Source: an optimization exercise on an open RTL-to-GDS flow (aim: small area, a short achievable clock period and few clock cycles per item). Production flows keep margins and buffers that such runs may drop. RTL that was checked went through simulation tests only; none was proved equivalent to the original. No functional check of the RTL was part of runs 2 and 3.

==> flow/design.v, too long to show whole: its modules and the start of the top module <==
// module fpu_multiply: 1254 lines
// module fast_power: 88 lines
module fast_power (
    input             clk,
    input             rst,
    input             start,
    input      [31:0] base,
    input      [31:0] exponent,
    output     [31:0] result,
    output reg        done
);
  // ...
==> flow/flow/run.sh <==
#!/bin/bash
# Standard layout, with the port buffers made of buf_1 cells instead of
# the default delay buffers. Each tool's output goes to a log file here.
set -e
cp standard.sh standard_copy.sh.txt
export BUFFER_PORTS_ARGS="-buffer_cell sky130_fd_sc_hd__buf_1"
bash standard.sh > standard.log 2>&1
==> flow/standard.sh <==
#!/bin/bash
# synth_recipe.tcl (not shown) runs the flow's synth.tcl, then flattens the netlist and writes it again
# the make line also repeats each setting of config.mk as NAME=value (left out here)
make -C /OpenROAD-flow-scripts/flow DESIGN_CONFIG=/design/flow/config.mk WORK_HOME=/design/flow/orfs CLKGATE_MAP_FILE= SYNTH_SCRIPT=/design/flow/synth_recipe.tcl "${@:-finish}"
==> flow/config.mk <==
export PLATFORM = sky130hd
export DESIGN_NAME = fast_power
export DESIGN_NICKNAME = fast_power
export VERILOG_FILES = /design/flow/design.v
export SDC_FILE = /design/flow/constraint.sdc
export NUM_CORES = 4
export LEC_CHECK = 0
export ABC_AREA = 1
export CAP_MARGIN = 60
export CORE_MARGIN = 2
export CORE_UTILIZATION = 40
export SLEW_MARGIN = 75
==> flow/constraint.sdc <==
create_clock -name core_clock -period 24.0 [get_ports {clk}]
set_input_delay 4.8000 -clock core_clock [delete_from_list [all_inputs] [get_ports {clk}]]
set_output_delay 4.8000 -clock core_clock [all_outputs]
set_load 0.01 [all_outputs]
==> qor.txt, run 1 <==
Post-synth EDFFs -> 32
Final GP Congestion -> 0.950
Final Cell Area -> 0.0218 mm²
post-synthesis xor/xnor area fraction -> 0.124
FFs w/ async S/R, synth -> 0
post_cts resized -> 0
Non-clk bufs -> 174
final worst slack -> 16820 ps
hpwl dp -> 49700 µm
register area -> 0.00238 mm²
post-synthesis compound-gate area fraction -> 0.127
global route overflow -> 0
highest routed layer -> met4
hold endpoint -> r_s
crit path max fanout -> 28
number of well taps -> 664
Clock Buffer Count -> 9
most frequent cells in the layout -> nand2_1 (603), inv_1 (369), xor2_1 (267)
Hold Startpoint -> r_s
met2 wire len -> 32400 µm
status -> finished clean
WS Path Type -> flop to flop
worst min-delay path class -> flop to flop
Critical Path AT -> 7440 ps
reg-to-reg endpoint -> r_f[10]
Worst setup endpoint -> r_f[10]
Testbench counts, summed over its fixed seeds: cycles 59,928, items 2,400.
==> module fast_power, before the edit <==
module fast_power (
    input             clk,
    input             rst,
    input             start,
    input      [31:0] base,
    input      [31:0] exponent,
    output     [31:0] result,
    output reg        done
);
  reg        busy;
  reg        r_one;    
  reg        op_r;     
  reg [31:0] e;        
  reg        b_s;
  reg  [7:0] b_e;
  reg        b_l;
  reg [22:0] b_f;
  reg        r_s;
  reg  [7:0] r_e;
  reg        r_l;
  reg [22:0] r_f;
  assign result = {r_s, r_e, r_f};
  wire b_den  = ~b_l & (|b_f);           
  wire r_den  = ~r_l & (|r_f);
  wire e_zero = ~(|e);
  wire e_last = ~(|e[31:1]);
  wire        x_s = op_r ? r_s : b_s;
  wire  [7:0] x_e = op_r ? r_e : b_e;
  wire        x_l = op_r ? r_l : b_l;
  wire [22:0] x_f = op_r ? r_f : b_f;
  wire [47:0] p;
  fpu_multiply mul (.x(x_f), .y(b_f), .p(p));
  wire        m_zero = ~(x_l & b_l);
  wire  [7:0] e_hi   = x_e + b_e + 8'd130;           
  wire  [7:0] e_lo   = x_e + b_e + 8'd129;
  wire  [7:0] m_e    = m_zero ? 8'd0 : (p[47] ? e_hi : e_lo);
  wire [22:0] m_f    = m_zero ? 23'd0 : (p[47] ? p[46:24] : p[45:23]);
  wire        m_s    = x_s ^ b_s;
  wire        m_l    = ~m_zero & (p[47] ? (|e_hi) : (|e_lo));
  wire cap      = ~busy & ~done;               
  wire do_bnorm = busy & b_den;
  wire do_rnorm = busy & ~b_den & op_r & r_den;
  wire do_rmul  = busy & ~b_den & op_r & ~r_den;
  wire do_step  = busy & ~b_den & ~op_r & ~e_zero;    
  wire do_copy  = do_step & e[0] & r_one;
  wire finish   = e_zero | ((do_rmul | do_step) & e_last);
  wire [32:0] b_v    = {b_s, b_e, b_l, b_f};
  wire [32:0] r_v    = {r_s, r_e, r_l, r_f};
  wire [32:0] m_v    = {m_s, m_e, m_l, m_f};
  wire [32:0] base_v = {base[31], base[30:23], |base[30:23], base[22:0]};
  wire [32:0] one_v  = {1'b0, 8'd127, 1'b1, 23'd0};
  wire [32:0] b_sh   = {b_s, b_e - 8'd1, b_f, 1'b0};
  wire [32:0] r_sh   = {r_s, r_e - 8'd1, r_f, 1'b0};
  wire b_hold = ~(cap | do_bnorm | do_step);
  wire r_hold = ~(cap | do_rnorm | do_rmul | do_copy);
  wire [32:0] b_n = ({33{cap}} & base_v) | ({33{do_bnorm}} & b_sh) |
                    ({33{do_step}} & m_v) | ({33{b_hold}} & b_v);
  wire [32:0] r_n = ({33{cap}} & one_v) | ({33{do_rnorm}} & r_sh) |
                    ({33{do_rmul}} & m_v) | ({33{do_copy}} & b_v) |
                    ({33{r_hold}} & r_v);
  wire        op_r_n  = cap ? 1'b0 :
                        do_rmul ? 1'b0 :
                        do_step ? (e[1] & ~(r_one & ~e[0])) : op_r;
  wire        r_one_n = cap | (r_one & ~do_copy);
  wire [31:0] e_n     = cap ? exponent : (do_step ? {1'b0, e[31:1]} : e);
  always @(posedge clk) begin
    {b_s, b_e, b_l, b_f} <= b_n;
    {r_s, r_e, r_l, r_f} <= r_n;
    e <= e_n;  op_r <= op_r_n;  r_one <= r_one_n;
  end
  always @(posedge clk) begin
    if (rst) begin
      busy <= 1'b0;
      done <= 1'b0;
    end else if (!busy) begin
      if (done) begin
        if (!start) done <= 1'b0;
      end else if (start) begin
        busy <= 1'b1;
      end
    end else if (!start) begin
      busy <= 1'b0;
    end else if (finish) begin
      busy <= 1'b0;
      done <= 1'b1;
    end
  end
endmodule
==> inputs of run 2 (changes only) <==
--- a/flow/design.v
+++ b/flow/design.v
@@ -1275,2 +1275,3 @@
   reg [22:0] r_f;
+  reg [22:0] x_f;
   assign result = {r_s, r_e, r_f};
@@ -1283,5 +1284,4 @@
   wire        x_l = op_r ? r_l : b_l;
-  wire [22:0] x_f = op_r ? r_f : b_f;
   wire [47:0] p;
-  fpu_multiply mul (.x(x_f), .y(b_f), .p(p));
+  fpu_multiply mul (.x(b_f), .y(x_f), .p(p));
   wire        m_zero = ~(x_l & b_l);
@@ -1319,2 +1319,11 @@
   wire [31:0] e_n     = cap ? exponent : (do_step ? {1'b0, e[31:1]} : e);
+  wire x_m   = do_step & ~op_r_n;                       
+  wire x_bsh = do_bnorm & ~op_r;
+  wire x_rsh = do_rnorm;
+  wire x_b   = do_rmul | (do_step & op_r_n & do_copy);
+  wire x_cap = cap;
+  wire x_r   = ~(x_m | x_bsh | x_rsh | x_b | x_cap);
+  wire [22:0] x_n = ({23{x_cap}} & base[22:0]) | ({23{x_bsh}} & {b_f[21:0], 1'b0}) |
+                    ({23{x_rsh}} & {r_f[21:0], 1'b0}) | ({23{x_b}} & b_f) |
+                    ({23{x_r}} & r_f) | ({23{x_m}} & m_f);
   always @(posedge clk) begin
@@ -1323,2 +1332,3 @@
     e <= e_n;  op_r <= op_r_n;  r_one <= r_one_n;
+    x_f <= x_n;
   end
==> flow/run.sh (new file) <==
#!/bin/bash
# synth_recipe.tcl (not shown) runs the flow's synth.tcl, then flattens the netlist and writes it again
# the make line also repeats each setting of config.mk as NAME=value (left out here)
make -C /OpenROAD-flow-scripts/flow DESIGN_CONFIG=/design/flow/config.mk WORK_HOME=/design/flow/orfs CLKGATE_MAP_FILE= SYNTH_SCRIPT=/design/flow/synth_recipe.tcl finish
removed: flow/flow/run.sh
removed: flow/standard.sh
==> run 2 against run 1 <==
Compared with the run above: flip-flop and latch count rose by 23; wire length up 7.7%; via count rose by 7.2%; cell count grew 4.5%; die area grew 5.4%; cell area increased by 9.1%; first-iteration DRC count up 9.1%; register-to-register slack worse by 140 ps; largest cell class unchanged; highest routed layer unchanged; sequential share of layout area grew 1.1 points; still clean; count of clock-buffer cells in the layout grew 8; hold slack lost 7.2 ps.
==> qor.txt, run 2 <==
Synth Net Count -> 3242 (was 3104)
Clk Tree Root Cell -> clkbuf_16 (unchanged)
most frequent cell after synthesis -> nand2_1 (unchanged)
Worst EP required -> 24340 ps (was 24260 ps)
CP startpoint -> x_f[13] (was op_r)
largest register by flop count -> e (unchanged)
combinational family with the most area after synthesis -> adder cells (unchanged)
routed vias -> 20700 (was 19300)
CTS Hold Buffers Added -> 0 (unchanged)
worst-skew pair later-pin latency -> 450 ps (was 370 ps)
maximum clock rate -> 137 MHz (was 139 MHz)
post-synthesis compound-gate area fraction -> 0.147 (was 0.127)
Antenna Violating Nets Remaining -> 0 (unchanged)
die height -> 233 µm (was 227 µm)
Fin. Hold Viols -> 0 (unchanged)
Die X -> 233 µm (was 227 µm)
Tcrit/Tclk final -> 0.305 (was 0.299)
hpwl dp -> 54900 µm (was 49700 µm)
I/O Pins -> 100 (unchanged)
total negative slack -> 0 ps (unchanged)
fraction of layout cells with a size suffix above 1 -> 0.0682 (was 0.0704)
# diodes -> 0 (unchanged)
most frequent cells in the layout -> nand2_1 (538), inv_1 (393), o22ai_1 (307) (was nand2_1 (603), inv_1 (369), xor2_1 (267))
DRC errors left -> 0 (unchanged)
Final GP Congestion -> 0.938 (was 0.950)
PortBufs -> 99 (unchanged)
detailed router's first-iteration violation count -> 2161 (was 1981)
FFs w/ async S/R, synth -> 0 (unchanged)
Setup Fix Bufs, Post-CTS -> 0 (unchanged)
Max-Cap Viols -> 0 (unchanged)
Util after Layout -> 0.455 (was 0.445)
All-Layer GR Usage -> 0.284 (was 0.279)
Worst Setup Start Kind -> flop (unchanged)
Post-synth EDFFs -> 32 (unchanged)
Largest register FFs -> 32 (unchanged)
cell count after synthesis -> 2826 (was 2688)
wire per inst -> 21.8 µm (was 21.2 µm)
row cnt -> 84 (was 81)
Max clock buf depth -> 2 (unchanged)
GRT met1 Usage -> 0.363 (was 0.374)
sequential cell area fraction in the yosys report -> 0.134 (was 0.118)
routed vias/inst -> 5.88 (was 5.74)
post-synthesis xor/xnor area fraction -> 0.116 (was 0.124)
R2R Setup Slk -> 16680 ps (was 16820 ps)
pre-CTS WS -> 16820 ps (was 16850 ps)
initial antenna violation count -> 0 (unchanged)
Pre-Repair DR Iteration Count -> 7 (was 6)
hold depth -> 2 (unchanged)
largest net degree at the start of global routing -> 52 (was 43)
Worst Setup End Kind -> flop (unchanged)
die area -> 0.0545 mm² (was 0.0517 mm²)
worst reg2reg startpoint -> x_f[13] (was op_r)
Area growth, synth to finish -> 13.2% (was 9.46%)
fill count -> 5259 (was 5036)
cell taking the most area after synthesis -> fa_1 (unchanged)
routed wire length -> 76700 µm (was 71200 µm)
vias in the first global route -> 20900 (was 19300)
post-synthesis adder-cell area fraction -> 0.296 (was 0.313)
synthesized cell area -> 0.0211 mm² (was 0.0200 mm²)
CTS Buf Count -> 17 (was 9)
status -> finished clean (unchanged)
Slew headroom -> 0.742 (about the same)
nets -> 3231 (was 3110)
Worst-Margin Slew -> 386 ps (was 387 ps)
average cell area after synthesis -> 7.45 µm² (was 7.42 µm²)
Largest stage delay, worst path -> 560 ps (was 550 ps)
final non-filler cell total -> 3516 (was 3363)
post-layout min period -> 7320 ps (was 7180 ps)
global route overflow -> 0 (unchanged)
final setup vio count -> 0 (unchanged)
Reg clk slew, reported paths -> 60 ps (was 80 ps)
final worst slack -> 16680 ps (was 16820 ps)
final setup skew -> 8.51 ps (was 12.7 ps)
setup repair after global routing missed its margin -> false (unchanged)
H-Tree Depth -> 4 (was 3)
Most used DFF post-synth -> dfxtp_1 (unchanged)
Hold Startpoint -> r_one (was r_s)
Synth top area share -> 0.237 (was 0.250)
mux share of post-synthesis cell area -> 0.00143 (was 0.00100)
post_cts resized -> 0 (unchanged)
WS Path Type -> flop to flop (unchanged)
CP max-delay cell -> fa_1 (unchanged)
hold endpoint -> r_one (was r_s)
number of distinct library cells after synthesis -> 45 (was 48)
CTS sink count -> 125 (was 102)
Core Box Area -> 0.0523 mm² (was 0.0491 mm²)
Yosys reg bits -> 125 (was 102)
first-pass GRT wire length -> 119000 µm (was 110000 µm)
most common cell after layout, fill and taps aside -> nand2_1 (unchanged)
Initial Util -> 0.402 (was 0.407)
worst r2r path cells -> 28 (was 29)
Top Usage Layer GRT -> met2 (unchanged)
Yosys Warn Count -> 1 (unchanged)
crit path max fanout -> 19 (was 28)
reg-to-reg endpoint -> r_f[17] (was r_f[10])
simple-gate share of the synthesized area -> 0.190 (was 0.202)
placed cell count -> 3484 (was 3346)
worst min-delay path class -> flop to flop (unchanged)
top post-synthesis cells by area -> fa_1 (24%), xor2_1 (11%), nand2_1 (9.8%) (was fa_1 (25%), xor2_1 (12%), nand2_1 (11%))
top post-synthesis cells by count -> nand2_1 (548), inv_1 (402), o22ai_1 (307) (was nand2_1 (605), inv_1 (378), xor2_1 (271))
grt met2 use -> 0.467 (was 0.445)
CTS tree -> yes (unchanged)
Critical Path AT -> 7660 ps (was 7440 ps)
max-slew violation count -> 0 (unchanged)
GRT met3 Usage -> 0.0546 (was 0.0494)
-- run 2: cell count changes in the layout (fill, tap and decap cells not counted), moves of 25 or more --
cell             previous run  this run
nand2_1                   603       538
o221ai_1                    0        27
o21ai_0                    38        63
buf_1                     101         1
nor2_1                    136       174
clkdlybuf4s50_1             0        99
o22ai_1                   266       307
nand4_1                    76       109
-- run 2: through the flow --
step / hold slack [ps] / instance area, µm²
floorplan: 472 / 21100
global placement: 481 / 22500
detailed placement: 497 / 23200
CTS: 506 / 23800
global route: 548 / 23800
finish: 505 / 23800
-- run 2: per-layer routing --
metal | wire [µm] | vias up
met1 | 30600 | 10000
met2 | 35700 | 1165
met3 | 7050 | 218
met5 | 0 | -
met4 | 3390 | 0
li1 | - | 9254
-- run 2: worst max-delay path: cells and delay by family (launching register included) --
kind                     cells  cell delay, ps
adder cells (fa/ha/maj)      6            2950
buffers and inverters        7            1470
AND/OR/NAND/NOR             10            1450
AO/OA/AOI/OAI                4             830
flip-flops                   1             300
XOR/XNOR                     1             180
-- run 2: how the worst max path moves through the flow --
stage,end,slack (ps),depth (start not counted)
finish,r_f[17],16680,28
global route,x_f[6],16390,28
CTS,x_f[3],16770,28
detailed placement,x_f[3],16820,28
global placement,b_f[20],15760,25
floorplan,r_f[10],17290,26
-- run 2: cell type report --
type / instances / area [µm²] / share of cell area
repair buffers: 166 / 1690 / 0.0708
inverters: 431 / 1710 / 0.0716
well taps: 688 / 861 / 0.0361
clock inverters: 15 / 161 / 0.00678
clock buffers: 17 / 425 / 0.0179
multi-input cells: 2074 / 16100 / 0.677
flip-flops and latches: 125 / 2850 / 0.120
-- run 2: logic make-up (layout without fill, tap and decap cells) --
kind of cell	Yosys count	count (layout)
DFF	125	125
muxes	3	3
buffers and inverters	627	629
and+or+nand+nor	935	935
AOI/OAI and AO/OA	507	507
adders and majority gates	349	349
xor gates and xnor gates	280	280
==> inputs of run 3 (changes only) <==
--- a/flow/design.v
+++ b/flow/design.v
@@ -1266,2 +1266,3 @@
   reg        op_r;     
+  reg        op_b;     
   reg [31:0] e;        
@@ -1275,3 +1276,2 @@
   reg [22:0] r_f;
-  reg [22:0] x_f;
   assign result = {r_s, r_e, r_f};
@@ -1284,4 +1284,5 @@
   wire        x_l = op_r ? r_l : b_l;
+  wire [22:0] x_f = ({23{op_r}} & r_f) | ({23{op_b}} & b_f);
   wire [47:0] p;
-  fpu_multiply mul (.x(b_f), .y(x_f), .p(p));
+  fpu_multiply mul (.x(x_f), .y(b_f), .p(p));
   wire        m_zero = ~(x_l & b_l);
@@ -1289,6 +1290,7 @@
   wire  [7:0] e_lo   = x_e + b_e + 8'd129;
-  wire  [7:0] m_e    = m_zero ? 8'd0 : (p[47] ? e_hi : e_lo);
-  wire [22:0] m_f    = m_zero ? 23'd0 : (p[47] ? p[46:24] : p[45:23]);
+  wire        l_hi   = |e_hi;
+  wire        l_lo   = |e_lo;
   wire        m_s    = x_s ^ b_s;
-  wire        m_l    = ~m_zero & (p[47] ? (|e_hi) : (|e_lo));
+  wire [32:0] m_v    = p[47] ? {m_s, e_hi, l_hi, p[46:24]} : {m_s, e_lo, l_lo, p[45:23]};
+  wire [32:0] z_v    = {m_s, 32'd0};
   wire cap      = ~busy & ~done;               
@@ -1302,3 +1304,2 @@
   wire [32:0] r_v    = {r_s, r_e, r_l, r_f};
-  wire [32:0] m_v    = {m_s, m_e, m_l, m_f};
   wire [32:0] base_v = {base[31], base[30:23], |base[30:23], base[22:0]};
@@ -1309,7 +1310,9 @@
   wire r_hold = ~(cap | do_rnorm | do_rmul | do_copy);
-  wire [32:0] b_n = ({33{cap}} & base_v) | ({33{do_bnorm}} & b_sh) |
-                    ({33{do_step}} & m_v) | ({33{b_hold}} & b_v);
-  wire [32:0] r_n = ({33{cap}} & one_v) | ({33{do_rnorm}} & r_sh) |
-                    ({33{do_rmul}} & m_v) | ({33{do_copy}} & b_v) |
-                    ({33{r_hold}} & r_v);
+  wire [32:0] b_alt = ({33{cap}} & base_v) | ({33{do_bnorm}} & b_sh) |
+                      ({33{do_step}} & z_v) | ({33{b_hold}} & b_v);
+  wire [32:0] r_alt = ({33{cap}} & one_v) | ({33{do_rnorm}} & r_sh) |
+                      ({33{do_rmul}} & z_v) | ({33{do_copy}} & b_v) |
+                      ({33{r_hold}} & r_v);
+  wire [32:0] b_n = (do_step & ~m_zero) ? m_v : b_alt;
+  wire [32:0] r_n = (do_rmul & ~m_zero) ? m_v : r_alt;
   wire        op_r_n  = cap ? 1'b0 :
@@ -1319,11 +1322,2 @@
   wire [31:0] e_n     = cap ? exponent : (do_step ? {1'b0, e[31:1]} : e);
-  wire x_m   = do_step & ~op_r_n;                       
-  wire x_bsh = do_bnorm & ~op_r;
-  wire x_rsh = do_rnorm;
-  wire x_b   = do_rmul | (do_step & op_r_n & do_copy);
-  wire x_cap = cap;
-  wire x_r   = ~(x_m | x_bsh | x_rsh | x_b | x_cap);
-  wire [22:0] x_n = ({23{x_cap}} & base[22:0]) | ({23{x_bsh}} & {b_f[21:0], 1'b0}) |
-                    ({23{x_rsh}} & {r_f[21:0], 1'b0}) | ({23{x_b}} & b_f) |
-                    ({23{x_r}} & r_f) | ({23{x_m}} & m_f);
   always @(posedge clk) begin
@@ -1331,4 +1325,3 @@
     {r_s, r_e, r_l, r_f} <= r_n;
-    e <= e_n;  op_r <= op_r_n;  r_one <= r_one_n;
-    x_f <= x_n;
+    e <= e_n;  op_r <= op_r_n;  op_b <= ~op_r_n;  r_one <= r_one_n;
   end
==> run 3 against run 2 <==
Compared with the run above: still clean on timing, DRC and antenna; flip-flop and latch count is 22 lower; clock skew grew 5.7 ps; cell area down 5.1%; cell count decreased by 3.3%; synthesized area down 4.0%; critical path type unchanged.
==> qor.txt, run 3 <==
status -> finished clean (unchanged)
maximum clock rate -> 135 MHz (was 137 MHz)
CTS sink count -> 103 (was 125)
FFs w/ async S/R, synth -> 0 (unchanged)
Worst EP required -> 24240 ps (was 24340 ps)
Critical Path AT -> 7670 ps (was 7660 ps)
top post-synthesis cells by area -> fa_1 (24%), xor2_1 (12%), nand2_1 (9.4%) (was fa_1 (24%), xor2_1 (11%), nand2_1 (9.8%))
nets -> 3139 (was 3231)
CTS tree -> yes (unchanged)
top post-synthesis cells by count -> nand2_1 (507), inv_1 (448), o22ai_1 (290) (was nand2_1 (548), inv_1 (402), o22ai_1 (307))
Fin. Hold Viols -> 0 (unchanged)
CTS Hold Buffers Added -> 0 (unchanged)
wire per inst -> 20.9 µm (was 21.8 µm)
Synth Net Count -> 3137 (was 3242)
number of distinct library cells after synthesis -> 49 (was 45)
Worst Setup Start Kind -> flop (unchanged)
worst-skew pair later-pin latency -> 360 ps (was 450 ps)
total negative slack -> 0 ps (unchanged)
PortBufs -> 99 (unchanged)
Most used DFF post-synth -> dfxtp_1 (unchanged)
most common cell after layout, fill and taps aside -> nand2_1 (unchanged)
CP startpoint -> b_f[13] (was x_f[13])
initial antenna violation count -> 0 (unchanged)
largest register by flop count -> e (unchanged)
Antenna Violating Nets Remaining -> 0 (unchanged)
register area -> 0.00239 mm² (was 0.00285 mm²)
Max clock buf depth -> 2 (unchanged)
Reg clk slew, reported paths -> 70 ps (was 60 ps)
CTS Buf Count -> 9 (was 17)
Worst-Margin Slew -> 397 ps (was 386 ps)
H-Tree Depth -> 3 (was 4)
# diodes -> 0 (unchanged)
Die X -> 229 µm (was 233 µm)
Hold Startpoint -> r_one (unchanged)
worst min-delay path class -> flop to flop (unchanged)
routed vias/inst -> 5.73 (was 5.88)
All-Layer GR Usage -> 0.270 (was 0.284)
average cell area after synthesis -> 7.43 µm² (was 7.45 µm²)
final non-filler cell total -> 3400 (was 3516)
fill count -> 5079 (was 5259)
die area -> 0.0523 mm² (was 0.0545 mm²)
sequential cell area fraction in the yosys report -> 0.118 (was 0.134)
reg-to-reg endpoint -> r_f[8] (was r_f[17])
hold endpoint -> r_one (unchanged)
DRC errors left -> 0 (unchanged)
fraction of layout cells with a size suffix above 1 -> 0.0623 (was 0.0682)
R2R Setup Slk -> 16570 ps (was 16680 ps)
Pre-Repair DR Iteration Count -> 8 (was 7)
global route overflow -> 0 (unchanged)
cell count after synthesis -> 2721 (was 2826)
post-layout min period -> 7430 ps (was 7320 ps)
Max-Cap Viols -> 0 (unchanged)
die height -> 229 µm (was 233 µm)
routed vias -> 19500 (was 20700)
hold slack -> 464 ps (was 505 ps)
setup repair after global routing missed its margin -> false (unchanged)
crit path max fanout -> 32 (was 19)
Setup Fix Bufs, Post-CTS -> 0 (unchanged)
worst reg2reg startpoint -> b_f[13] (was x_f[13])
Largest stage delay, worst path -> 650 ps (was 560 ps)
pre-CTS WS -> 16790 ps (was 16820 ps)
Yosys reg bits -> 103 (was 125)
most frequent cells in the layout -> nand2_1 (502), inv_1 (444), o22ai_1 (281) (was nand2_1 (538), inv_1 (393), o22ai_1 (307))
Yosys Warn Count -> 1 (unchanged)
row cnt -> 82 (was 84)
most frequent cell after synthesis -> nand2_1 (unchanged)
first-pass GRT wire length -> 111000 µm (was 119000 µm)
hold depth -> 2 (unchanged)
Synth top area share -> 0.244 (was 0.237)
worst r2r path cells -> 29 (was 28)
cell taking the most area after synthesis -> fa_1 (unchanged)
Post-synth EDFFs -> 32 (unchanged)
Area growth, synth to finish -> 11.9% (was 13.2%)
Final Cell Area -> 0.0226 mm² (was 0.0238 mm²)
Largest register FFs -> 32 (unchanged)
Core Box Area -> 0.0501 mm² (was 0.0523 mm²)
final worst slack -> 16570 ps (was 16680 ps)
CP max-delay cell -> fa_1 (unchanged)
hpwl dp -> 49500 µm (was 54900 µm)
Initial Util -> 0.404 (was 0.402)
Final GP Congestion -> 0.920 (was 0.938)
detailed router's first-iteration violation count -> 2198 (was 2161)
Worst Setup End Kind -> flop (unchanged)
placed cell area -> 0.0222 mm² (was 0.0232 mm²)
max-slew violation count -> 0 (unchanged)
post_cts resized -> 0 (unchanged)
CP most frequent cell -> nand2_1
vias in the first global route -> 20000 (was 20900)
final setup skew -> 14.2 ps (was 8.51 ps)
final setup vio count -> 0 (unchanged)
Slew headroom -> 0.736 (was 0.742)
routed wire length -> 71000 µm (was 76700 µm)
Tcrit/Tclk final -> 0.310 (was 0.305)
WS Path Type -> flop to flop (unchanged)
placed cell count -> 3380 (was 3484)
synthesized cell area -> 0.0202 mm² (was 0.0211 mm²)
largest net degree at the start of global routing -> 50 (was 52)
I/O Pins -> 100 (unchanged)
Clk Tree Root Cell -> clkbuf_16 (unchanged)
area of the multi-input gates -> 0.0156 mm² (was 0.0161 mm²)
[run 3: metrics by stage]
step	util
5_1_grt	0.452
3_3_place_gp	0.432
3_5_place_dp	0.443
6_report	0.452
2_1_floorplan	-
4_1_cts	0.449
[run 3: cell families (layout without fill, tap and decap cells)]
group                    after synthesis  count (layout)  share of synthesized area
buffers and inverters                649             656                      0.129
AND/OR/NAND/NOR                      836             836                      0.177
multiplexers                           3               3                    0.00149
XOR/XNOR                             287             287                      0.124
adder cells (fa/ha/maj)              349             349                      0.307
flip-flops                           103             103                      0.118
AO/OA/AOI/OAI                        494             494                      0.143
[run 3: worst max-delay path: cells and delay by family, from the launching register on]
family	cells	cell delay [ps]
fa+ha+maj	6	2860
simple gates	12	1890
buf+inv	6	1390
compound gates	4	630
flops	1	300
xor+xnor	1	190
[run 3: final cells by class]
class	instances	area share
tap	672	0.0372
sequential	103	0.106
inverter	476	0.0844
multi-input combinational	1969	0.688
clock buffer	10	0.0101
clock inverter	6	0.00326
timing repair buffer	164	0.0713
[run 3: routing by layer]
layer / GRT usage / routed length (µm)
met1: 0.353 / 28600
met2: 0.441 / 32500
met3: 0.0463 / 6810
met4: 0.111 / 3030
met5: 0 / 0
[run 3: worst max-delay path by stage]
| stage | end | slack (ps) | cells past startpoint |
|---|---|---|---|
| after floorplan | b_f[10] | 17230 | 27 |
| after global placement | r_e[1] | 15640 | 27 |
| after detailed placement | b_f[2] | 16790 | 29 |
| after CTS | b_f[2] | 16750 | 29 |
| after global routing | b_f[5] | 16330 | 28 |
| final | r_f[8] | 16570 | 29 |
==> inputs of run 4 (changes only) <==
--- a/flow/design.v
+++ b/flow/design.v
@@ -1266,3 +1266,2 @@
   reg        op_r;     
-  reg        op_b;     
   reg [31:0] e;        
@@ -1284,3 +1283,3 @@
   wire        x_l = op_r ? r_l : b_l;
-  wire [22:0] x_f = ({23{op_r}} & r_f) | ({23{op_b}} & b_f);
+  wire [22:0] x_f = op_r ? r_f : b_f;
   wire [47:0] p;
@@ -1290,7 +1289,6 @@
   wire  [7:0] e_lo   = x_e + b_e + 8'd129;
-  wire        l_hi   = |e_hi;
-  wire        l_lo   = |e_lo;
+  wire  [7:0] m_e    = m_zero ? 8'd0 : (p[47] ? e_hi : e_lo);
+  wire [22:0] m_f    = m_zero ? 23'd0 : (p[47] ? p[46:24] : p[45:23]);
   wire        m_s    = x_s ^ b_s;
-  wire [32:0] m_v    = p[47] ? {m_s, e_hi, l_hi, p[46:24]} : {m_s, e_lo, l_lo, p[45:23]};
-  wire [32:0] z_v    = {m_s, 32'd0};
+  wire        m_l    = ~m_zero & (p[47] ? (|e_hi) : (|e_lo));
   wire cap      = ~busy & ~done;               
@@ -1304,2 +1302,3 @@
   wire [32:0] r_v    = {r_s, r_e, r_l, r_f};
+  wire [32:0] m_v    = {m_s, m_e, m_l, m_f};
   wire [32:0] base_v = {base[31], base[30:23], |base[30:23], base[22:0]};
@@ -1310,9 +1309,7 @@
   wire r_hold = ~(cap | do_rnorm | do_rmul | do_copy);
-  wire [32:0] b_alt = ({33{cap}} & base_v) | ({33{do_bnorm}} & b_sh) |
-                      ({33{do_step}} & z_v) | ({33{b_hold}} & b_v);
-  wire [32:0] r_alt = ({33{cap}} & one_v) | ({33{do_rnorm}} & r_sh) |
-                      ({33{do_rmul}} & z_v) | ({33{do_copy}} & b_v) |
-                      ({33{r_hold}} & r_v);
-  wire [32:0] b_n = (do_step & ~m_zero) ? m_v : b_alt;
-  wire [32:0] r_n = (do_rmul & ~m_zero) ? m_v : r_alt;
+  wire [32:0] b_n = ({33{cap}} & base_v) | ({33{do_bnorm}} & b_sh) |
+                    ({33{do_step}} & m_v) | ({33{b_hold}} & b_v);
+  wire [32:0] r_n = ({33{cap}} & one_v) | ({33{do_rnorm}} & r_sh) |
+                    ({33{do_rmul}} & m_v) | ({33{do_copy}} & b_v) |
+                    ({33{r_hold}} & r_v);
   wire        op_r_n  = cap ? 1'b0 :
@@ -1325,3 +1322,3 @@
     {r_s, r_e, r_l, r_f} <= r_n;
-    e <= e_n;  op_r <= op_r_n;  op_b <= ~op_r_n;  r_one <= r_one_n;
+    e <= e_n;  op_r <= op_r_n;  r_one <= r_one_n;
   end
==> flow/flow/run.sh (new file) <==
#!/bin/bash
# Standard layout with two changes: the port buffers are buf_1 cells instead
# of the default delay buffers, and after the standard synthesis the netlist's
# inverters around full adders are removed by flow/fa_polarity.py (a full
# adder with all inputs inverted gives both outputs inverted). Each tool's
# output goes to a log file of its own here.
set -euo pipefail
export BUFFER_PORTS_ARGS="-buffer_cell sky130_fd_sc_hd__buf_1"
bash standard.sh synth > synth.log 2>&1
R=orfs/results/sky130hd/fast_power/base
cp $R/1_2_yosys.v 1_2_yosys.standard.v
python3 flow/fa_polarity.py 1_2_yosys.standard.v $R/1_2_yosys.v > fa_polarity.log 2>&1
rm -f $R/1_synth.odb $R/1_synth.sdc
bash standard.sh > layout.log 2>&1
==> flow/flow/fa_polarity.py (new file) <==
#!/usr/bin/env python3
"""Remove inverters around full adders in a mapped sky130hd netlist.

A full adder is self-dual: fa(~a, ~b, ~c) gives ~sum and ~carry. Yosys maps
adders with inverters on many of their inputs and outputs. This script looks
through inverters and buffers to the signal that drives them (its "root"),
chooses for each full adder whether it computes its outputs true or inverted
(all three inputs then taken inverted), and takes xor2/xnor2 inputs in
whichever polarity is at hand (swapping xor2 and xnor2 as the parity needs).
Then it builds one inverter for each root whose inverse is still needed.
Registers, ports and every other cell are kept as they are.

usage: fa_polarity.py in.v out.v
"""
import re
import sys

src = open(sys.argv[1]).read()

m = re.search(r'^\s*sky130_fd_sc_hd__\w+\s+\S+\s*\(', src, re.M)
head = src[:m.start()]
body = src[m.start():]
end = body.rindex('endmodule')
tail = body[end:]
body = body[:end]

inst_re = re.compile(r'\s*(sky130_fd_sc_hd__\w+)\s+(\S+)\s*\((.*?)\);', re.S)
pin_re = re.compile(r'\.(\w+)\(\s*([^()]*?)\s*\)')
insts = []
pos = 0
for im in inst_re.finditer(body):
    assert body[pos:im.start()].strip() == '', body[pos:im.start()][:200]
    pos = im.end()
    typ, name, pins = im.group(1), im.group(2), im.group(3)
    insts.append([typ, name, dict(pin_re.findall(pins))])
assert body[pos:].strip() == ''

OUTS = {'X', 'Y', 'Q', 'Q_N', 'SUM', 'COUT', 'HI', 'LO'}

def base(t):
    return t[len('sky130_fd_sc_hd__'):]

def is_inv(t):
    b = base(t)
    return re.fullmatch(r'(clk)?inv_\d+', b) is not None

def is_buf(t):
    b = base(t)
    return re.fullmatch(r'(clk)?buf_\d+', b) is not None

def is_fa(t):
    return re.fullmatch(r'fa_\d+', base(t)) is not None

def is_xor(t):
    return re.fullmatch(r'x(n)?or2_\d+', base(t)) is not None

# ports: nets named in the module header as inputs/outputs
ports_out = set()
ports_in = set()
for d, rng, names in re.findall(r'^\s*(input|output)\s+(\[\d+:\d+\])?\s*([^;]+);', head, re.M):
    for n in names.split(','):
        n = n.strip()
        if rng:
            hi, lo = map(int, rng[1:-1].split(':'))
            bits = ['%s[%d]' % (n, i) for i in range(min(hi, lo), max(hi, lo) + 1)]
        else:
            bits = [n]
        (ports_out if d == 'output' else ports_in).update(bits)

driver = {}
for k, (t, n, pins) in enumerate(insts):
    for p, net in pins.items():
        if p in OUTS:
            assert net not in driver, net
            driver[net] = (k, p)

# transparent cells: inverters and buffers not driving an output port
transp = set()
for k, (t, n, pins) in enumerate(insts):
    if (is_inv(t) or is_buf(t)):
        out = pins.get('Y', pins.get('X'))
        if out not in ports_out:
            transp.add(k)

def root_of(net):
    """(root net, polarity) of a net seen through transparent cells."""
    pol = 0
    while net in driver and driver[net][0] in transp:
        k = driver[net][0]
        t, _, pins = insts[k]
        if is_inv(t):
            pol ^= 1
        net = pins['A']
    return net, pol

fa_ids = [k for k, (t, n, p) in enumerate(insts) if is_fa(t)]
xor_ids = [k for k, (t, n, p) in enumerate(insts) if is_xor(t)]
fa_of_root = {}
for k in fa_ids:
    pins = insts[k][2]
    fa_of_root[pins['SUM']] = k
    fa_of_root[pins['COUT']] = k
xor_out = {insts[k][2]['X' if 'X' in insts[k][2] else 'Y'] for k in xor_ids}

# consumers: (root, needed polarity, kind, fa index or None)
# kind 'fix' needs the polarity; 'fa' toggles with the adder's flip;
# 'any' (xor inputs) takes either.
cons = {}
for k, (t, n, pins) in enumerate(insts):
    if k in transp:
        continue
    for p, net in pins.items():
        if p in OUTS or net == '' or net.startswith("1'b"):
            continue
        r, pol = root_of(net)
        if is_fa(t):
            kind = 'fa'
        elif is_xor(t):
            kind = 'any'
        else:
            kind = 'fix'
        cons.setdefault(r, []).append((pol, kind, k))
for net in ports_out:
    if net in driver and driver[net][0] in transp:
        raise SystemExit('output port driven by a transparent cell')

flip = {k: 0 for k in fa_ids}

def produced(r):
    k = fa_of_root.get(r)
    return flip[k] if k is not None else 0

def root_cost(r):
    need = set()
    for pol, kind, k in cons.get(r, []):
        if kind == 'any':
            continue
        if kind == 'fa':
            pol ^= flip[k]
        need.add(pol)
    if r in xor_out:
        return 0 if len(need) <= 1 else 1
    return 1 if (need - {produced(r)}) else 0

roots_of_fa = {}
for r, lst in cons.items():
    for pol, kind, k in lst:
        if kind == 'fa':
            roots_of_fa.setdefault(k, set()).add(r)
for k in fa_ids:
    pins = insts[k][2]
    roots_of_fa.setdefault(k, set()).update([pins['SUM'], pins['COUT']])

def total():
    return sum(root_cost(r) for r in cons)

before = total()
improved = True
rounds = 0
while improved and rounds < 50:
    improved = False
    rounds += 1
    for k in fa_ids:
        rs = roots_of_fa[k]
        c0 = sum(root_cost(r) for r in rs)
        flip[k] ^= 1
        c1 = sum(root_cost(r) for r in rs)
        if c1 < c0:
            improved = True
        else:
            flip[k] ^= 1
after = total()

# choose the polarity each xor output carries (the one its fixed users want)
xpol = {}
for r in xor_out:
    need = set()
    for pol, kind, k in cons.get(r, []):
        if kind == 'any':
            continue
        if kind == 'fa':
            pol ^= flip[k]
        need.add(pol)
    xpol[r] = 1 if need == {1} else 0

def avail(r):
    return xpol[r] if r in xpol else produced(r)

# rebuild
inv_net = {}
new_insts = []
counter = [0]

def get(r, pol):
    """net carrying root r at polarity pol (relative to the original)."""
    if pol == avail(r):
        return r
    if r not in inv_net:
        counter[0] += 1
        net = 'fapol_n%d' % counter[0]
        inv_net[r] = net
        new_insts.append(['sky130_fd_sc_hd__inv_1', 'fapol_i%d' % counter[0], {'A': r, 'Y': net}])
    return inv_net[r]

out_insts = []
for k, (t, n, pins) in enumerate(insts):
    if k in transp:
        continue
    newp = {}
    if is_xor(t):
        par = 0 if base(t).startswith('xor') else 1
        for p, net in pins.items():
            if p in OUTS:
                continue
            r, pol = root_of(net)
            newp[p] = r
            par ^= pol ^ avail(r)
        o = 'X' if 'X' in pins else 'Y'
        par ^= xpol[pins[o]]
        newp[o] = pins[o]
        drive = re.search(r'_(\d+)$', t).group(1)
        nt = 'sky130_fd_sc_hd__%s2_%s' % ('xnor' if par else 'xor', drive)
        onew = 'Y' if par else 'X'
        newp = {('A' if p == 'A' else 'B' if p == 'B' else onew): v for p, v in newp.items()}
        out_insts.append([nt, n, newp])
        continue
    f = flip.get(k, 0) if is_fa(t) else 0
    for p, net in pins.items():
        if p in OUTS or net == '' or net.startswith("1'b"):
            newp[p] = net
            continue
        r, pol = root_of(net)
        newp[p] = get(r, pol ^ f)
    out_insts.append([t, n, newp])
out_insts += new_insts

# wires: keep the header's declarations, add the new nets
decl = set(re.findall(r'^\s*wire\s+(?:\[\d+:\d+\]\s*)?(\S+?)\s*;', head, re.M))
extra = [v for v in inv_net.values() if v not in decl]
lines = [head.rstrip('\n')]
for v in extra:
    lines.append('  wire %s;' % v)
for t, n, pins in out_insts:
    pl = ',\n'.join('    .%s(%s%s)' % (p, v, ' ' if v.startswith('\\') else '')
                    for p, v in pins.items())
    lines.append('  %s %s (\n%s\n  );' % (t, n, pl))
lines.append(tail)
open(sys.argv[2], 'w').write('\n'.join(lines))
ninv0 = sum(1 for k in transp if is_inv(insts[k][0]))
nbuf0 = sum(1 for k in transp if is_buf(insts[k][0]))
print('inverters removed %d, buffers removed %d, inverters added %d; '
      'roots needing an inverse %d -> %d; adders flipped %d in %d rounds'
      % (ninv0, nbuf0, len(new_insts), before, after, sum(flip.values()), rounds))
==> flow/standard.sh (new file) <==
#!/bin/bash
# synth_recipe.tcl (not shown) runs the flow's synth.tcl, then flattens the netlist and writes it again
# the make line also repeats each setting of config.mk as NAME=value (left out here)
make -C /OpenROAD-flow-scripts/flow DESIGN_CONFIG=/design/flow/config.mk WORK_HOME=/design/flow/orfs CLKGATE_MAP_FILE= SYNTH_SCRIPT=/design/flow/synth_recipe.tcl "${@:-finish}"
removed: flow/run.sh
==> run 4 against run 3 <==
Compared with the run above: still clean; first-iteration DRC count fell by 17%; register-to-register slack improved by 98 ps; via count fell by 3.3%; cell count fell by 4.8%; hold slack improved by 54 ps; non-clock buffer count rose by 20; wire length fell by 4.6%; die area fell by 6.6%; clock skew fell by 2.8 ps; fmax rose by 1.3%; setup slack improved by 98 ps; synthesized cell count fell by 11%; critical path type unchanged.
==> qor.txt, run 4 <==
status -> finished clean (unchanged)
Max-Cap Viols -> 0 (unchanged)
Synth Net Count -> 2848 (was 3137)
initial antenna violation count -> 1 (was 0)
# diodes -> 0 (unchanged)
Fin. Hold Viols -> 0 (unchanged)
Core Box Area -> 0.0466 mm² (was 0.0501 mm²)
crit path buf inv count -> 10 (was 6)
crit path max fanout -> 26 (was 32)
hold depth -> 2 (unchanged)
worst min-delay path class -> flop to flop (unchanged)
CTS Buf Count -> 9 (unchanged)
final setup vio count -> 0 (unchanged)
fraction of layout cells with a size suffix above 1 -> 0.0688 (was 0.0623)
largest net degree at the start of global routing -> 41 (was 50)
Worst-Margin Slew -> 385 ps (was 397 ps)
Largest register FFs -> 32 (unchanged)
CTS sink count -> 102 (was 103)
max-slew violation count -> 0 (unchanged)
most common cell after layout, fill and taps aside -> nand2_1 (unchanged)
wire per inst -> 20.9 µm (about the same)
largest register by flop count -> e (unchanged)
I/O Pins -> 100 (unchanged)
Reg clk slew, reported paths -> 80 ps (was 70 ps)
nets -> 3042 (was 3139)
Worst EP required -> 24250 ps (was 24240 ps)
Worst Setup End Kind -> flop (unchanged)
routed vias -> 18800 (was 19500)
average cell area after synthesis -> 7.75 µm² (was 7.43 µm²)
PortBufs -> 99 (unchanged)
worst-skew pair later-pin latency -> 360 ps (about the same)
post_cts resized -> 0 (unchanged)
Largest stage delay, worst path -> 540 ps (was 650 ps)
final setup skew -> 11.4 ps (was 14.2 ps)
vias in the first global route -> 19200 (was 20000)
Util after Layout -> 0.462 (was 0.452)
most frequent cells in the layout -> nand2_1 (604), inv_1 (308), o22ai_1 (266) (was nand2_1 (502), inv_1 (444), o22ai_1 (281))
worst r2r path cells -> 32 (was 29)
Worst Setup Start Kind -> flop (unchanged)
fill count -> 4639 (was 5079)
H-Tree Depth -> 3 (unchanged)
Tcrit/Tclk final -> 0.306 (was 0.310)
Area growth, synth to finish -> 14.2% (was 11.9%)
synthesized cell area -> 0.0189 mm² (was 0.0202 mm²)
total negative slack -> 0 ps (unchanged)
detailed router's first-iteration violation count -> 1815 (was 2198)
CTS tree -> yes (unchanged)
family with the most delay on the worst path -> adder cells (unchanged)
DRC errors left -> 0 (unchanged)
register area -> 0.00239 mm² (about the same)
routed wire length -> 67700 µm (was 71000 µm)
Final GP Congestion -> 0.913 (was 0.920)
CP max-delay cell -> fa_1 (unchanged)
CP Depth -> 32 (was 29)
routed vias/inst -> 5.81 (was 5.73)
Clk Tree Root Cell -> clkbuf_16 (unchanged)
Yosys Warn Count -> 1 (unchanged)
hpwl dp -> 47600 µm (was 49500 µm)
Max clock buf depth -> 2 (unchanged)
first-pass GRT wire length -> 108000 µm (was 111000 µm)
setup repair after global routing missed its margin -> false (unchanged)
cell count after synthesis -> 2432 (was 2721)
Slew headroom -> 0.743 (was 0.736)
Die X -> 221 µm (was 229 µm)
die height -> 221 µm (was 229 µm)
Pre-Repair DR Iteration Count -> 6 (was 8)
All-Layer GR Usage -> 0.275 (was 0.270)
Antenna Violating Nets Remaining -> 0 (unchanged)
die area -> 0.0489 mm² (was 0.0523 mm²)
area of the multi-input gates -> 0.0156 mm² (about the same)
global route overflow -> 0 (unchanged)
Critical Path AT -> 7590 ps (was 7670 ps)
CTS Hold Buffers Added -> 0 (unchanged)
WS Path Type -> flop to flop (unchanged)
Initial Util -> 0.405 (was 0.404)
post-layout min period -> 7340 ps (was 7430 ps)
row cnt -> 79 (was 82)
maximum clock rate -> 136 MHz (was 135 MHz)
Setup Fix Bufs, Post-CTS -> 0 (unchanged)
==> run 4: changes by cell type in the layout (fill, tap and decap cells not counted), sizes merged, moves of 59 or more <==
cell / change
xor2: -207
xnor2: +202
inv: -153
buf: +118
clkdlybuf4s50: -99
nand2: +98
o21ai: -59
==> run 4: layout make-up <==
cell class	instances	area share
well taps	607	0.0353
flip-flops and latches	102	0.111
inverters	319	0.0567
repair buffers	184	0.0615
multi-input cells	2010	0.723
clock inverters	7	0.00267
clock buffers	9	0.0105
==> run 4: metrics by stage <==
| step | instances | cell area (µm²) | hold slack [ps] | setup slack (ps) |
|---|---|---|---|---|
| floorplan | 2432 | 18900 | 469 | 16380 |
| global placement | 3194 | 20600 | 488 | 16320 |
| detailed placement | 3218 | 21100 | 509 | 16760 |
| CTS | 3234 | 21400 | 518 | 16730 |
| global route | 3238 | 21500 | 566 | 16290 |
| finish | 3238 | 21500 | 518 | 16660 |
==> run 4: final timing paths <==
| kind | start | endpoint | slack [ps] |
|---|---|---|---|
| setup / recovery | op_r | b_f[9] | 16660 |
| hold / removal | r_s | r_s | 520 |
| setup reg to reg | op_r | b_f[9] | 16660 |
| hold reg to reg | r_s | r_s | 520 |
==> run 4: per-layer routing <==
layer | up-vias | GRT usage | wire, µm
met4 | 0 | 0.0782 | 1920
met2 | 976 | 0.451 | 31400
met5 | - | 0 | 0
met3 | 145 | 0.0582 | 6530
met1 | 9136 | 0.367 | 27800
li1 | 8566 | - | -
==> run 4: worst reg2reg max path: cells and delay by family, from the launching register on <==
kind	cells	cell delay (ps)
fa+ha+maj	7	3280
buf+inv	10	1740
simple gates	9	970
compound gates	4	480
xor+xnor	2	430
flops	1	340
Testbench counts of run 4, summed over its fixed seeds: cycles 59,928, items 2,400.
==> inputs of run 5 (changes only) <==
--- a/flow/flow/fa_polarity.py
+++ b/flow/flow/fa_polarity.py
@@ -56,2 +56,5 @@
 
+def is_ha(t):
+    return re.fullmatch(r'ha_\d+', base(t)) is not None
+
 # ports: nets named in the module header as inputs/outputs
@@ -103,2 +106,6 @@
 xor_out = {insts[k][2]['X' if 'X' in insts[k][2] else 'Y'] for k in xor_ids}
+ha_ids = [k for k, (t, n, p) in enumerate(insts) if is_ha(t)]
+for k in ha_ids:
+    xor_out.add(insts[k][2]['SUM'])
+    xor_out.add(insts[k][2]['COUT'])
 
@@ -117,3 +124,3 @@
             kind = 'fa'
-        elif is_xor(t):
+        elif is_xor(t) or is_ha(t):
             kind = 'any'
@@ -226,2 +233,33 @@
         continue
+    if is_ha(t):
+        # half adder: sum as xor2/xnor2, carry as a two-input gate, each
+        # taking its inputs and giving its output in the polarity at hand
+        d = {}
+        ins = {}
+        for p in ('A', 'B'):
+            r, pol = root_of(pins[p])
+            ins[p] = r
+            d[p] = pol ^ avail(r)
+        so, co = pins['SUM'], pins['COUT']
+        par = d['A'] ^ d['B'] ^ xpol[so]
+        if par:
+            out_insts.append(['sky130_fd_sc_hd__xnor2_1', n + '_hs', {'A': ins['A'], 'B': ins['B'], 'Y': so}])
+        else:
+            out_insts.append(['sky130_fd_sc_hd__xor2_1', n + '_hs', {'A': ins['A'], 'B': ins['B'], 'X': so}])
+        po = xpol[co]
+        a, b = ins['A'], ins['B']
+        if d['A'] == 0 and d['B'] == 1:
+            a, b = b, a
+            da, db = 1, 0
+        else:
+            da, db = d['A'], d['B']
+        if (da, db) == (0, 0):
+            cell = ('nand2_1', {'A': a, 'B': b, 'Y': co}) if po else ('and2_0', {'A': a, 'B': b, 'X': co})
+        elif (da, db) == (1, 1):
+            cell = ('or2_0', {'A': a, 'B': b, 'X': co}) if po else ('nor2_1', {'A': a, 'B': b, 'Y': co})
+        else:
+            # a holds the inverted input
+            cell = ('nand2b_1', {'A_N': a, 'B': b, 'Y': co}) if po else ('nor2b_1', {'A': a, 'B_N': b, 'Y': co})
+        out_insts.append(['sky130_fd_sc_hd__' + cell[0], n + '_hc', cell[1]])
+        continue
     f = flip.get(k, 0) if is_fa(t) else 0
@@ -253 +291,2 @@
       % (ninv0, nbuf0, len(new_insts), before, after, sum(flip.values()), rounds))
+print('half adders split %d' % len(ha_ids))
--- a/flow/config.mk
+++ b/flow/config.mk
@@ -11,2 +11,2 @@
 export CORE_UTILIZATION = 40
-export SLEW_MARGIN = 75
+export SLEW_MARGIN = 70
==> run 5 against run 4 <==
Compared with the run above: still clean; first-iteration DRC count grew 0.83%; critical path depth fell by 2; setup slack worse by 45 ps; cell count is 1.3% lower; wire length barely moved; synthesized area shrank 1.9%; via count increased by 0.16%; global-route usage rose by 0.97 points; hold slack got worse by 11 ps; flip-flop and latch count stayed put.
==> qor.txt, run 5 <==
Worst Setup Start Kind -> flop (unchanged)
CTS sink count -> 102 (unchanged)
average cell area after synthesis -> 7.68 µm² (was 7.75 µm²)
crit path max fanout -> 34 (was 26)
Fin. Hold Viols -> 0 (unchanged)
Max clock buf depth -> 2 (unchanged)
Synth Net Count -> 2724 (was 2848)
DRC errors left -> 0 (unchanged)
routed wire length -> 67700 µm (about the same)
total negative slack -> 0 ps (unchanged)
Area growth, synth to finish -> 13.5% (was 14.2%)
Yosys Warn Count -> 1 (unchanged)
most frequent cells in the layout -> nand2_1 (620), o22ai_1 (266), fa_1 (249) (was nand2_1 (604), inv_1 (308), o22ai_1 (266))
Largest register FFs -> 32 (unchanged)
global route overflow -> 0 (unchanged)
CP max-delay cell -> fa_1 (unchanged)
largest register by flop count -> e (unchanged)
Max-Cap Viols -> 0 (unchanged)
CTS Buf Count -> 9 (unchanged)
hpwl dp -> 46600 µm (was 47600 µm)
max-slew violation count -> 0 (unchanged)
most common cell after layout, fill and taps aside -> nand2_1 (unchanged)
row cnt -> 78 (was 79)
final setup skew -> 16.1 ps (was 11.4 ps)
cell count after synthesis -> 2408 (was 2432)
Reg clk slew, reported paths -> 80 ps (about the same)
Pre-Repair DR Iteration Count -> 6 (unchanged)
worst min-delay path class -> flop to flop (unchanged)
post-layout min period -> 7380 ps (was 7340 ps)
All-Layer GR Usage -> 0.285 (was 0.275)
maximum clock rate -> 136 MHz (about the same)
status -> finished clean (unchanged)
CTS Hold Buffers Added -> 0 (unchanged)
Die X -> 219 µm (was 221 µm)
detailed router's first-iteration violation count -> 1830 (was 1815)
routed vias -> 18900 (was 18800)
I/O Pins -> 100 (unchanged)
Antenna Violating Nets Remaining -> 0 (unchanged)
Initial Util -> 0.407 (was 0.405)
Slew headroom -> 0.687 (was 0.743)
die area -> 0.0480 mm² (was 0.0489 mm²)
vias in the first global route -> 19000 (was 19200)
Final GP Congestion -> 0.901 (was 0.913)
Critical Path AT -> 7630 ps (was 7590 ps)
first-pass GRT wire length -> 106000 µm (was 108000 µm)
Worst-Margin Slew -> 470 ps (was 385 ps)
largest net degree at the start of global routing -> 71 (was 41)
pre-CTS WS -> 16790 ps (was 16760 ps)
CP most frequent cell -> nand2_1
Largest stage delay, worst path -> 590 ps (was 540 ps)
Tcrit/Tclk final -> 0.307 (was 0.306)
fill count -> 4611 (was 4639)
nets -> 2905 (was 3042)
Clk Tree Root Cell -> clkbuf_16 (unchanged)
placed cell count -> 3174 (was 3218)
H-Tree Depth -> 3 (unchanged)
PortBufs -> 99 (unchanged)
final non-filler cell total -> 3195 (was 3238)
CTS tree -> yes (unchanged)
post_cts resized -> 0 (unchanged)
initial antenna violation count -> 1 (unchanged)
Setup Fix Bufs, Post-CTS -> 0 (unchanged)
setup repair after global routing missed its margin -> false (unchanged)
die height -> 219 µm (was 221 µm)
WS Path Type -> flop to flop (unchanged)
Worst EP required -> 24250 ps (about the same)
Worst Setup End Kind -> flop (unchanged)
Util after Layout -> 0.462 (about the same)
wire per inst -> 21.2 µm (was 20.9 µm)
synthesized cell area -> 0.0185 mm² (was 0.0189 mm²)
final setup vio count -> 0 (unchanged)
fraction of layout cells with a size suffix above 1 -> 0.0652 (was 0.0688)
final worst slack -> 16620 ps (was 16660 ps)
Core Box Area -> 0.0455 mm² (was 0.0466 mm²)
routed vias/inst -> 5.90 (was 5.81)
worst-skew pair later-pin latency -> 360 ps (about the same)
==> run 5: through the flow <==
stage	hold slack (ps)	instance area, µm²
global placement	487	20200
finish	508	21000
detailed placement	494	20500
floorplan	469	18500
CTS	512	20900
global route	537	21000
==> run 5: worst max-delay path, delay by kind of cell, from the launching register on <==
family | cells | cell delay, ps
AOI/OAI and AO/OA | 4 | 730
xor gates and xnor gates | 2 | 440
adders and majority gates | 5 | 2530
buffers and inverters | 7 | 1430
DFF | 1 | 520
and+or+nand+nor | 12 | 1560
==> run 5: final timing paths <==
check	endpoint	startpoint	slack, ps	cells after the start
hold / removal	r_s	r_s	510	2
setup / recovery	r_e[6]	op_r	16620	30
hold reg to reg	r_s	r_s	510	2
setup reg to reg	r_e[6]	op_r	16620	30
==> run 5: area by class of cell <==
class,count,area [µm²],share of cell area
Multi-Input combinational cell,2107,15700,0.747
Sequential cell,102,2380,0.113
Timing Repair Buffer,171,1100,0.0523
Inverter,198,766,0.0365
Tap cell,600,751,0.0358
Clock buffer,9,225,0.0107
Clock inverter,7,95.1,0.00453
Antenna cell,1,2.50,0.000119
==> run 5: routing by layer <==
metal	global-route usage	up-vias	wire length [µm]
li1	-	8485	-
met1	0.382	9222	28000
met2	0.464	972	31600
met3	0.0444	174	5810
met4	0.108	0	2350
met5	0	-	0
==> inputs of run 6 (changes only) <==
--- a/flow/config.mk
+++ b/flow/config.mk
@@ -11,2 +11,3 @@
 export CORE_UTILIZATION = 40
-export SLEW_MARGIN = 70
+export CTS_BUF_LIST = sky130_fd_sc_hd__clkbuf_8
+export SLEW_MARGIN = 75
==> run 6 against run 5 <==
Compared with the run above: still clean on timing, DRC and antenna; cell count grew 0.44%; via count grew 0.14%; count of clock-buffer cells in the layout is the same; register-to-register slack gained 170 ps; flip-flop and latch count is the same; critical path depth shrank 1; non-clock buffer count grew 15.
==> qor.txt, run 6 <==
row cnt -> 78 (unchanged)
metal3 WL -> 5740 µm (was 5810 µm)
status -> finished clean (unchanged)
Max-Cap Viols -> 0 (unchanged)
Antenna Violating Nets Remaining -> 0 (unchanged)
Largest stage delay, worst path -> 620 ps (was 590 ps)
H-Tree Depth -> 3 (unchanged)
Slew headroom -> 0.747 (was 0.687)
I/O Pins -> 100 (unchanged)
die height -> 219 µm (unchanged)
# diodes -> 0 (was 1)
Worst-Margin Slew -> 380 ps (was 470 ps)
placed cell area -> 0.0208 mm² (was 0.0205 mm²)
Fin. Hold Viols -> 0 (unchanged)
CTS sink count -> 102 (unchanged)
Final Cell Area -> 0.0213 mm² (was 0.0210 mm²)
maximum clock rate -> 139 MHz (was 136 MHz)
met2 wire len -> 31400 µm (was 31600 µm)
global route overflow -> 0 (unchanged)
average cell area after synthesis -> 7.68 µm² (unchanged)
crit path buf inv count -> 7 (unchanged)
Worst Setup Start Kind -> flop (unchanged)
routed wire length -> 67400 µm (was 67700 µm)
largest net degree at the start of global routing -> 47 (was 71)
cell count after synthesis -> 2408 (unchanged)
max-slew violation count -> 0 (unchanged)
Final GP Congestion -> 0.901 (unchanged)
worst min-delay path class -> flop to flop (unchanged)
largest register by flop count -> e (unchanged)
worst-skew pair later-pin latency -> 390 ps (was 360 ps)
wire per inst -> 21.0 µm (was 21.2 µm)
final worst slack -> 16790 ps (was 16620 ps)
crit path max fanout -> 19 (was 34)
vias in the first global route -> 18900 (was 19000)
Tcrit/Tclk final -> 0.300 (was 0.307)
Area growth, synth to finish -> 14.9% (was 13.5%)
family with the most delay on the worst path -> adder cells (unchanged)
routed vias/inst -> 5.88 (was 5.90)
total negative slack -> 0 ps (unchanged)
Die X -> 219 µm (unchanged)
Max clock buf depth -> 2 (unchanged)
PortBufs -> 99 (unchanged)
most frequent cells in the layout -> nand2_1 (620), o22ai_1 (266), fa_1 (249) (unchanged)
Largest register FFs -> 32 (unchanged)
post-layout min period -> 7210 ps (was 7380 ps)
nets -> 2920 (was 2905)
Initial Util -> 0.407 (unchanged)
Setup Fix Bufs, Post-CTS -> 0 (unchanged)
hold slack -> 518 ps (was 508 ps)
highest routed layer -> met4 (unchanged)
CTS tree -> yes (unchanged)
CTS Hold Buffers Added -> 0 (unchanged)
CP max-delay cell -> fa_1 (unchanged)
final setup skew -> 17.8 ps (was 16.1 ps)
DRC errors left -> 0 (unchanged)
Reg clk slew, reported paths -> 110 ps (was 80 ps)
Post-Route M1 WL -> 27800 µm (was 28000 µm)
Yosys Warn Count -> 1 (unchanged)
synthesized cell area -> 0.0185 mm² (unchanged)
Clk Tree Root Cell -> clkbuf_8 (was clkbuf_16)
WS Path Type -> flop to flop (unchanged)
fraction of layout cells with a size suffix above 1 -> 0.0805 (was 0.0652)
post_cts resized -> 0 (unchanged)
pre-CTS WS -> 16870 ps (was 16790 ps)
Worst Setup End Kind -> flop (unchanged)
Critical Path AT -> 7500 ps (was 7630 ps)
final setup vio count -> 0 (unchanged)
CTS Buf Count -> 9 (unchanged)
All-Layer GR Usage -> 0.283 (was 0.285)
hpwl dp -> 47100 µm (was 46600 µm)
Core Box Area -> 0.0455 mm² (unchanged)
Pre-Repair DR Iteration Count -> 6 (unchanged)
first-pass GRT wire length -> 106000 µm (about the same)
routed vias -> 18900 (about the same)
initial antenna violation count -> 0 (was 1)
setup repair after global routing missed its margin -> false (unchanged)
detailed router's first-iteration violation count -> 1601 (was 1830)
Worst EP required -> 24300 ps (was 24250 ps)
die area -> 0.0480 mm² (unchanged)
Synth Net Count -> 2724 (unchanged)
most common cell after layout, fill and taps aside -> nand2_1 (unchanged)
[run 6: final timing paths]
check | from | endpoint | slack [ps] | cells after the start
max | op_r | b_f[10] | 16790 | 29
min reg2reg | r_s | r_s | 520 | 2
max reg2reg | op_r | b_f[10] | 16790 | 29
min | r_s | r_s | 520 | 2
[run 6: final cells by class]
class	count	area, µm²
Fill cell	4594	24200
Multi-Input combinational cell	2107	15800
Sequential cell	102	2380
Timing Repair Buffer	186	1360
Inverter	198	768
Tap cell	600	751
Clock buffer	9	124
Clock inverter	7	70.1
[run 6: through the flow]
stage	utilization	cells
after global placement	0.443	3160
after CTS	0.461	3200
after global routing	0.467	3209
final	0.467	3209
after floorplan	-	2408
after detailed placement	0.457	3184
[run 6: metal layers]
metal  vias to the layer above  GRT usage
li1                       8513          -
met1                      9202      0.381
met2                       979      0.457
met3                       185     0.0459
met4                         0      0.110
met5                         -          0
[run 6: worst register-to-register path: cells and delay by family (launching register included)]
kind	cells	cell delay, ps
AO/OA/AOI/OAI	4	440
XOR/XNOR	3	720
adder cells (fa/ha/maj)	6	2970
buffers and inverters	7	1360
flip-flops	1	540
AND/OR/NAND/NOR	9	1090
==> inputs of run 7 (changes only) <==
--- a/flow/config.mk
+++ b/flow/config.mk
@@ -11,3 +11,4 @@
 export CORE_UTILIZATION = 40
-export CTS_BUF_LIST = sky130_fd_sc_hd__clkbuf_8
+export GPL_ROUTABILITY_DRIVEN = 0
+export GPL_TIMING_DRIVEN = 1
 export SLEW_MARGIN = 75
==> run 7 against run 6 <==
Compared with the run above: wire length increased by 0.87%; clock skew decreased by 2.9 ps; first-iteration DRC count increased by 14%; non-clock buffer count decreased by 2; critical endpoint is now r_f[10]; highest routed layer unchanged.
==> qor.txt, run 7 <==
fraction of layout cells with a size suffix above 1 -> 0.0802 (was 0.0805)
Max clock buf depth -> 2 (unchanged)
synthesized cell area -> 0.0185 mm² (unchanged)
Worst Setup Start Kind -> flop (unchanged)
Yosys Warn Count -> 1 (unchanged)
CTS sink count -> 102 (unchanged)
PortBufs -> 99 (unchanged)
DRC errors left -> 0 (unchanged)
CP most frequent cell -> fa_1
I/O Pins -> 100 (unchanged)
All-Layer GR Usage -> 0.286 (was 0.283)
WS Path Type -> flop to flop (unchanged)
Tcrit/Tclk final -> 0.308 (was 0.300)
routed vias -> 18800 (was 18900)
Antenna Violating Nets Remaining -> 0 (unchanged)
Clk Tree Root Cell -> clkbuf_16 (was clkbuf_8)
Area growth, synth to finish -> 15.2% (was 14.9%)
Final Cell Area -> 0.0213 mm² (about the same)
total negative slack -> 0 ps (unchanged)
area of the multi-input gates -> 0.0158 mm² (about the same)
Initial Util -> 0.407 (unchanged)
Setup Fix Bufs, Post-CTS -> 0 (unchanged)
Slew headroom -> 0.732 (was 0.747)
Worst EP required -> 24250 ps (was 24300 ps)
CTS Hold Buffers Added -> 0 (unchanged)
Core Box Area -> 0.0455 mm² (unchanged)
cell count after synthesis -> 2408 (unchanged)
post-layout min period -> 7380 ps (was 7210 ps)
CTS Buf Count -> 9 (unchanged)
crit path max fanout -> 16 (was 19)
global route overflow -> 0 (unchanged)
Synth Net Count -> 2724 (unchanged)
pre-CTS WS -> 16720 ps (was 16870 ps)
placed cell count -> 3188 (was 3184)
final setup skew -> 14.9 ps (was 17.8 ps)
CTS tree -> yes (unchanged)
largest net degree at the start of global routing -> 45 (was 47)
routed vias/inst -> 5.87 (was 5.88)
Pre-Repair DR Iteration Count -> 6 (unchanged)
final non-filler cell total -> 3207 (was 3209)
average cell area after synthesis -> 7.68 µm² (unchanged)
worst min-delay path class -> flop to flop (unchanged)
# diodes -> 0 (unchanged)
Largest stage delay, worst path -> 620 ps (about the same)
status -> finished clean (unchanged)
Largest register FFs -> 32 (unchanged)
die area -> 0.0480 mm² (unchanged)
vias in the first global route -> 19100 (was 18900)
maximum clock rate -> 135 MHz (was 139 MHz)
nets -> 2918 (was 2920)
die height -> 219 µm (unchanged)
largest register by flop count -> e (unchanged)
worst-skew pair later-pin latency -> 360 ps (was 390 ps)
Max-Cap Viols -> 0 (unchanged)
detailed router's first-iteration violation count -> 1820 (was 1601)
placed cell area -> 0.0208 mm² (about the same)
row cnt -> 78 (unchanged)
wire per inst -> 21.2 µm (was 21.0 µm)
hpwl dp -> 47700 µm (was 47100 µm)
H-Tree Depth -> 3 (unchanged)
register area -> 0.00239 mm² (was 0.00238 mm²)
setup repair after global routing missed its margin -> false (unchanged)
Worst Setup End Kind -> flop (unchanged)
==> run 7: final timing paths <==
kind	slack [ps]	cells after the start	from	end
max reg2reg	16620	28	b_f[8]	r_f[10]
min reg2reg	510	2	r_s	r_s
min	510	2	r_s	r_s
max	16620	28	b_f[8]	r_f[10]
==> run 7: layer usage <==
metal / up-vias / share of wire / track usage
met2: 1021 / 0.47 / 0.470
met5: - / 0 / 0
li1: 8510 / - / -
met3: 196 / 0.091 / 0.0462
met4: 0 / 0.043 / 0.121
met1: 9098 / 0.40 / 0.373
==> run 7: metrics by stage <==
stage | hold WS (ps) | utilization
2_1_floorplan | 469 | -
3_3_place_gp | 486 | 0.444
3_5_place_dp | 498 | 0.458
4_1_cts | 513 | 0.465
5_1_grt | 536 | 0.469
6_report | 508 | 0.469
==> run 7: cell type report <==
| class | instances | area share |
|---|---|---|
| clock buffers | 10 | 0.0107 |
| clock inverters | 6 | 0.00288 |
| inverters | 198 | 0.0360 |
| multi-input cells | 2107 | 0.742 |
| flip-flops and latches | 102 | 0.112 |
| well taps | 600 | 0.0352 |
| repair buffers | 184 | 0.0608 |
==> run 7: worst max-delay path: cells and delay by family, from the launching register on <==
kind / cells / cell delay, ps
AOI/OAI and AO/OA: 3 / 460
xor gates and xnor gates: 3 / 760
adders and majority gates: 6 / 2970
buffers and inverters: 7 / 1350
DFF: 1 / 480
and+or+nand+nor: 9 / 1240

## port drivers added, routing unchanged
Ports are ideal in the flow. The routed layouts listed here were re-timed in OpenROAD. Step 1 assumes that a clkbuf_16 drives the clock port and a buf_2 every other input. Step 2, shift: input delay + t, output delay - t, t = (earliest + latest rising clock arrival at the registers) / 2. This alone moves slack from input paths to output paths. a / b / c = no drivers / after step 1 / after step 2; a / b = the first two.
run	t (ns)	setup slack, ns	worst register clock-pin slew, ns
run 1	0.405	16.816 / 16.816 / 16.816	0.08 / 0.08
run 2	0.492	16.679 / 16.679 / 16.679	0.06 / 0.06
run 3	0.398	16.567 / 16.567 / 16.567	0.08 / 0.08
run 4	0.401	16.665 / 16.665 / 16.665	0.08 / 0.08
run 5	0.397	16.620 / 16.620 / 16.620	0.08 / 0.08
run 6	0.425	16.795 / 16.795 / 16.795	0.12 / 0.12
run 7	0.399	16.616 / 16.616 / 16.616	0.08 / 0.08
After both steps setup and hold are still met in every run listed.
